This design comes from an exercise in tuning for small area on the open sky130 flow, not from production work. At most, simulation tests tie the RTL to the original design; equivalence was not proved. Power is estimated from default activity; no workload was simulated.

==> harbor: inputs <==
// radar
module radar(input clk, input rst, input echo, input [1:0] boton_cambiar_grados,
             output done, output trigger, output [15:0] distance, output PWM, input ultra);
  servo servo (.clk(clk), .rst(rst), .PWM(PWM), .boton_cambiar_grados(boton_cambiar_grados));
  ultrasonido1 ultrasonido2 (.ultra(ultra), .clk(clk), .rst(rst), .echo(echo), .done(done),
                             .trigger(trigger), .distance(distance));
endmodule
==> module servo, before the edit <==
module servo(input clk, input rst, output reg PWM, input [1:0] boton_cambiar_grados);
  reg [21:0] contador;
  function lt_const(input [21:0] x, input [21:0] k);
    integer i;
    begin
      lt_const = 1'b0;
      for (i = 0; i < 22; i = i + 1)
        lt_const = k[i] ? (~x[i] | lt_const) : (~x[i] & lt_const);
    end
  endfunction
  wire wrap = contador[21] & contador[11] & contador[9] & contador[8] & contador[5];
  wire run  = |boton_cambiar_grados;
  reg [21:0] inc;
  reg        carry;
  integer    i;
  always @(*) begin
    carry = run;
    for (i = 0; i < 22; i = i + 1) begin
      inc[i] = contador[i] ^ carry;
      carry  = contador[i] & carry;
    end
  end
  always @(posedge clk) begin
    if (rst) begin
      PWM <= 1'b0;
      contador <= 22'd0;
    end else begin
      case (boton_cambiar_grados)
        2'd0: PWM <= 1'b1;
        2'd1: PWM <= lt_const(contador, 22'd75_000);
        2'd2: PWM <= lt_const(contador, 22'd150_000) | ~lt_const(contador, 22'd1_850_000);
        2'd3: PWM <= lt_const(contador, 22'd240_000);
      endcase
      contador <= wrap ? 22'd0 : inc;
    end
  end
endmodule
==> module ultrasonido1, before the edit <==
module ultrasonido1(input ultra, input clk, input rst, input echo,
                    output reg done, output reg trigger, output [15:0] distance);
  localparam [9:0] TRIG_X = 10'd209;
  reg  [9:0] tsr;
  wire       tx = (tsr == TRIG_X);
  always @(posedge clk) begin
    if (rst | ultra) begin
      tsr <= TRIG_X;
      trigger <= 1'b0;
    end else begin
      tsr <= {tsr[8:0], tsr[9] ^ tsr[6] ^ tx};
      trigger <= trigger ^ tx;
    end
  end
  localparam [12:0] ECHO_A = 13'h13bb;
  reg  [12:0] esr;
  reg  [9:0]  qn;       
  reg  [4:0]  ph;
  reg         hi;       
  reg  [9:0]  dreg;     
  reg long_gap;
  always @(*) begin
    case (ph)
      5'd2, 5'd5, 5'd8, 5'd11, 5'd14, 5'd17: long_gap = 1'b1;
      default: long_gap = 1'b0;
    endcase
  end
  wire step = (&esr[12:1]) & (esr[0] ^ long_gap);
  reg [9:0] dec;
  reg       borrow;
  reg [4:0] inc;
  reg       carry;
  integer   i;
  always @(*) begin
    borrow = 1'b1;
    for (i = 0; i < 10; i = i + 1) begin
      dec[i] = qn[i] ^ borrow;
      borrow = ~qn[i] & borrow;
    end
    carry = 1'b1;
    for (i = 0; i < 5; i = i + 1) begin
      inc[i] = ph[i] ^ carry;
      carry = ph[i] & carry;
    end
  end
  always @(posedge clk) begin
    if (rst | ~echo) begin
      esr <= ECHO_A;
      qn <= 10'd0;
      ph <= 5'd0;
    end else if (step) begin
      esr <= ECHO_A;
      qn <= dec;
      ph <= (ph[4] & ph[0]) ? 5'd1 : inc;    
    end else begin
      esr <= {esr[11:0], esr[12] ^ esr[3] ^ esr[2] ^ esr[0]};
    end
  end
  always @(posedge clk) begin
    if (rst) begin
      hi <= 1'b0;
      done <= 1'b0;
      dreg <= 10'd0;
    end else begin
      hi <= echo;
      done <= ~echo;
      if (~echo & hi)
        dreg <= qn;
    end
  end
  assign distance = {{6{|dreg}}, dreg};
endmodule
==> flow/config.mk <==
export PLATFORM = sky130hd
export DESIGN_NAME = radar
export DESIGN_NICKNAME = radar
export VERILOG_FILES = /design/flow/design.v
export SDC_FILE = /design/flow/constraint.sdc
export NUM_CORES = 4
export LEC_CHECK = 0
export ABC_AREA = 1
export CAP_MARGIN = 20
export CORE_MARGIN = 2
export CORE_UTILIZATION = 40
export SLEW_MARGIN = 20
==> flow/constraint.sdc <==
create_clock -name core_clock -period 25.0 [get_ports {clk}]
set_input_delay 5.0000 -clock core_clock [delete_from_list [all_inputs] [get_ports {clk}]]
set_output_delay 5.0000 -clock core_clock [all_outputs]
set_load 0.01 [all_outputs]
standard.sh (not shown) runs the stock make flow with config.mk's settings and CLKGATE_MAP_FILE= SYNTH_SCRIPT=/design/flow/synth_recipe.tcl, a recipe that flattens the netlist after the stock synthesis.
==> flow/flow/run.sh <==
#!/bin/bash
# Standard ORFS layout with two changes: the port buffers use the
# smallest buffer cell, and clock tree synthesis inserts no dummy loads.
set -euo pipefail
export BUFFER_PORTS_ARGS="-buffer_cell sky130_fd_sc_hd__buf_1"
export CTS_ARGS="-sink_clustering_enable -repair_clock_nets -dont_use_dummy_load"
bash standard.sh > standard.log 2>&1
==> xenon (differences from harbor) <==
==> flow/design.v (replaced) <==
module servo(input clk, input rst, output reg PWM, input [1:0] boton_cambiar_grados);
  localparam [21:0] CMASK = 22'h0;
  reg  [21:0] cst;                   
  wire [21:0] contador = cst ^ CMASK;
  function lt_const(input [21:0] x, input [21:0] k);
    integer i;
    begin
      lt_const = 1'b0;
      for (i = 0; i < 22; i = i + 1)
        lt_const = k[i] ? (~x[i] | lt_const) : (~x[i] & lt_const);
    end
  endfunction
  wire wrap = contador[21] & contador[11] & contador[9] & contador[8] & contador[5];
  wire run  = |boton_cambiar_grados;
  reg [21:0] nxt;
  reg        c;
  integer    i;
  always @(*) begin
    c = run;
    for (i = 0; i < 22; i = i + 1) begin
      nxt[i] = contador[i] ^ c;
      c = contador[i] & c;
    end
  end
  always @(posedge clk) begin
    if (rst) begin
      PWM <= 1'b0;
      cst <= CMASK;
    end else begin
      case (boton_cambiar_grados)
        2'd0: PWM <= 1'b1;
        2'd1: PWM <= lt_const(contador, 22'd75_000);
        2'd2: PWM <= lt_const(contador, 22'd150_000) | ~lt_const(contador, 22'd1_850_000);
        2'd3: PWM <= lt_const(contador, 22'd240_000);
      endcase
      cst <= (wrap ? 22'd0 : nxt) ^ CMASK;
    end
  end
endmodule
module ultrasonido1(input ultra, input clk, input rst, input echo,
                    output reg done, output reg trigger, output [15:0] distance);
  localparam [9:0] TRIG_X = 10'd209;
  localparam [9:0] TMASK  = 10'h2AA;
  reg  [9:0] tst;                    
  wire [9:0] tsr = tst ^ TMASK;
  wire       tx  = (tsr == TRIG_X);
  always @(posedge clk) begin
    if (rst | ultra) begin
      tst <= TRIG_X ^ TMASK;
      trigger <= 1'b0;
    end else begin
      tst <= {tsr[8:0], tsr[9] ^ tsr[6] ^ tx} ^ TMASK;
      trigger <= trigger ^ tx;
    end
  end
  localparam [12:0] ECHO_A = 13'h13bb;
  localparam [12:0] EMASK  = 13'h0AAA;
  localparam [9:0]  QMASK  = 10'h0;
  localparam [4:0]  PMASK  = 5'h0;
  reg  [12:0] est;                   
  reg  [9:0]  qst;                   
  reg  [4:0]  pst;                   
  wire [12:0] esr = est ^ EMASK;
  wire [9:0]  qn  = qst ^ QMASK;     
  wire [4:0]  ph  = pst ^ PMASK;
  reg         hi;                    
  reg  [9:0]  dreg;                  
  reg long_gap;
  always @(*) begin
    case (ph)
      5'd2, 5'd5, 5'd8, 5'd11, 5'd14, 5'd17: long_gap = 1'b1;
      default: long_gap = 1'b0;
    endcase
  end
  wire step = (&esr[12:1]) & (esr[0] ^ long_gap);
  reg [9:0] dec;
  reg [4:0] inc;
  reg       c;
  integer   i;
  always @(*) begin
    c = 1'b1;
    for (i = 0; i < 10; i = i + 1) begin
      dec[i] = qn[i] ^ c;
      c = ~qn[i] & c;
    end
    c = 1'b1;
    for (i = 0; i < 5; i = i + 1) begin
      inc[i] = ph[i] ^ c;
      c = ph[i] & c;
    end
  end
  always @(posedge clk) begin
    if (rst | ~echo) begin
      est <= ECHO_A ^ EMASK;
      qst <= QMASK;
      pst <= PMASK;
    end else if (step) begin
      est <= ECHO_A ^ EMASK;
      qst <= dec ^ QMASK;
      pst <= ((ph[4] & ph[0]) ? 5'd1 : inc) ^ PMASK;    
    end else begin
      est <= {esr[11:0], esr[12] ^ esr[3] ^ esr[2] ^ esr[0]} ^ EMASK;
    end
  end
  always @(posedge clk) begin
    if (rst) begin
      hi <= 1'b0;
      done <= 1'b0;
      dreg <= 10'd0;
    end else begin
      hi <= echo;
      done <= ~echo;
      if (~echo & hi)
        dreg <= qn;
    end
  end
  assign distance = {{6{|dreg}}, dreg};
endmodule
module radar(input clk, input rst, input echo, input [1:0] boton_cambiar_grados,
             output done, output trigger, output [15:0] distance, output PWM, input ultra);
  servo servo (.clk(clk), .rst(rst), .PWM(PWM), .boton_cambiar_grados(boton_cambiar_grados));
  ultrasonido1 ultrasonido2 (.ultra(ultra), .clk(clk), .rst(rst), .echo(echo), .done(done),
                             .trigger(trigger), .distance(distance));
endmodule
==> flow/flow/run.sh (replaced) <==
#!/bin/bash
# Standard ORFS layout with two changes: the port buffers use the
# smallest buffer cell, and clock tree synthesis inserts no dummy loads.
set -euo pipefail
export BUFFER_PORTS_ARGS="-buffer_cell sky130_fd_sc_hd__buf_1"
export CTS_ARGS="-repair_clock_nets -dont_use_dummy_load -root_buf sky130_fd_sc_hd__clkbuf_16 -buf_list sky130_fd_sc_hd__clkbuf_16 -sink_buffer_max_cap_derate 0.05"
bash standard.sh > standard.log 2>&1
==> nickel (differences from harbor) <==
==> flow/design.v (replaced) <==
module servo(input clk, input rst, output reg PWM, input [1:0] boton_cambiar_grados);
  reg [21:0] contador;
  wire wrap = contador[21] & contador[11] & contador[9] & contador[8] & contador[5];
  always @(posedge clk) begin
    if (rst) begin
      PWM <= 1'b0;
      contador <= 22'd0;
    end else begin
      case (boton_cambiar_grados)
        2'd0: PWM <= 1'b1;
        2'd1: PWM <= contador < 22'd75_000;
        2'd2: PWM <= (contador < 22'd150_000) | (contador >= 22'd1_850_000);
        2'd3: PWM <= contador < 22'd240_000;
      endcase
      if (wrap)
        contador <= 22'd0;
      else
        contador <= contador + {21'd0, |boton_cambiar_grados};
    end
  end
endmodule
module ultrasonido1(input ultra, input clk, input rst, input echo,
                    output reg done, output reg trigger, output [15:0] distance);
  localparam [9:0] TRIG_X = 10'd209;
  reg  [9:0] tsr;
  wire       tx = (tsr == TRIG_X);
  always @(posedge clk) begin
    if (rst | ultra) begin
      tsr <= TRIG_X;
      trigger <= 1'b0;
    end else begin
      tsr <= {tsr[8:0], tsr[9] ^ tsr[6] ^ tx};
      trigger <= trigger ^ tx;
    end
  end
  localparam [12:0] ECHO_A = 13'h13bb;
  reg  [12:0] esr;
  reg  [9:0]  qn;       
  reg         hi;       
  reg  [9:0]  dreg;     
  reg long_gap;
  always @(*) begin
    case (qn)
      10'd0: long_gap = 1'b0;
      default: begin : m17
        reg [9:0] q;
        q = -qn;
        case (q % 17)
          0, 2, 5, 8, 11, 14: long_gap = 1'b1;
          default: long_gap = 1'b0;
        endcase
      end
    endcase
  end
  wire step = (&esr[12:1]) & (esr[0] ^ long_gap);
  always @(posedge clk) begin
    if (rst | ~echo) begin
      esr <= ECHO_A;
      qn <= 10'd0;
    end else if (step) begin
      esr <= ECHO_A;
      qn <= qn - 10'd1;
    end else begin
      esr <= {esr[11:0], esr[12] ^ esr[3] ^ esr[2] ^ esr[0]};
    end
  end
  always @(posedge clk) begin
    if (rst) begin
      hi <= 1'b0;
      done <= 1'b0;
      dreg <= 10'd0;
    end else begin
      hi <= echo;
      done <= ~echo;
      if (~echo & hi)
        dreg <= qn;
    end
  end
  assign distance = {{6{|dreg}}, dreg};
endmodule
module radar(input clk, input rst, input echo, input [1:0] boton_cambiar_grados,
             output done, output trigger, output [15:0] distance, output PWM, input ultra);
  servo servo (.clk(clk), .rst(rst), .PWM(PWM), .boton_cambiar_grados(boton_cambiar_grados));
  ultrasonido1 ultrasonido2 (.ultra(ultra), .clk(clk), .rst(rst), .echo(echo), .done(done),
                             .trigger(trigger), .distance(distance));
endmodule
==> flow/run.sh (new file) <==
#!/bin/bash
# synth_recipe.tcl (not shown) runs the flow's synth.tcl, then flattens the netlist and writes it again
# the make line also repeats each setting of config.mk as NAME=value (left out here)
make -C /OpenROAD-flow-scripts/flow DESIGN_CONFIG=/design/flow/config.mk WORK_HOME=/design/flow/orfs CLKGATE_MAP_FILE= SYNTH_SCRIPT=/design/flow/synth_recipe.tcl finish
--- a/flow/config.mk
+++ b/flow/config.mk
@@ -5,7 +5,6 @@
 export SDC_FILE = /design/flow/constraint.sdc
 export NUM_CORES = 4
 export LEC_CHECK = 0
-export ABC_AREA = 1
 export CAP_MARGIN = 20
 export CORE_MARGIN = 2
 export CORE_UTILIZATION = 40
removed: flow/flow/run.sh
removed: flow/standard.sh
==> comparison <==
Of harbor and xenon, xenon has the higher total power (gap about 15%, measured against xenon). The lowest clock power belongs to harbor, the highest to nickel. harbor finished with timing, DRC and antenna clean. xenon finished with timing, DRC and antenna clean. nickel went through all stages and came out clean. Register-to-register slack: nickel is lower than harbor (5.6 ns). Between nickel and harbor, the lower sequential power is in nickel (gap about 7%, measured against harbor). Clock-buffer cell count is the same in harbor and xenon. Combinational power: nickel is smaller than harbor (about 6%).
Function not checked in harbor: the RTL went through the layout flow alone.

-- what the ideal ports hide --
In the flow no input, the clock included, has a driving cell. The finished layouts below were timed again as built, in two steps. Step 1 sets driving cells, clkbuf_16 on the clock port and buf_2 on the other inputs (assumed; they add their load-dependent delay and slew). Step 2 adds t to the input delays and takes it off the output delays; t is the mean of the earliest and latest rising clock arrival at the registers after step 1. Input paths then give back, and output paths get back, about the clock's delay inside the block. a / b / c = no drivers / after step 1 / after step 2; a / b = the first two.
run | shift t [ns] | setup WS [ns] | worst slew at a driven data input, ns
harbor | 0.354 | 16.019 / 16.030 / 15.677 | 0.03
xenon | 0.349 | 15.850 / 15.860 / 15.511 | 0.03
nickel | 0.356 | 15.020 / 15.020 / 15.020 | 0.03
After both steps setup and hold are still met in every run listed. The setup slack of harbor, which loses most, moves by +0.011 ns with the drivers and by -0.342 ns with both steps.
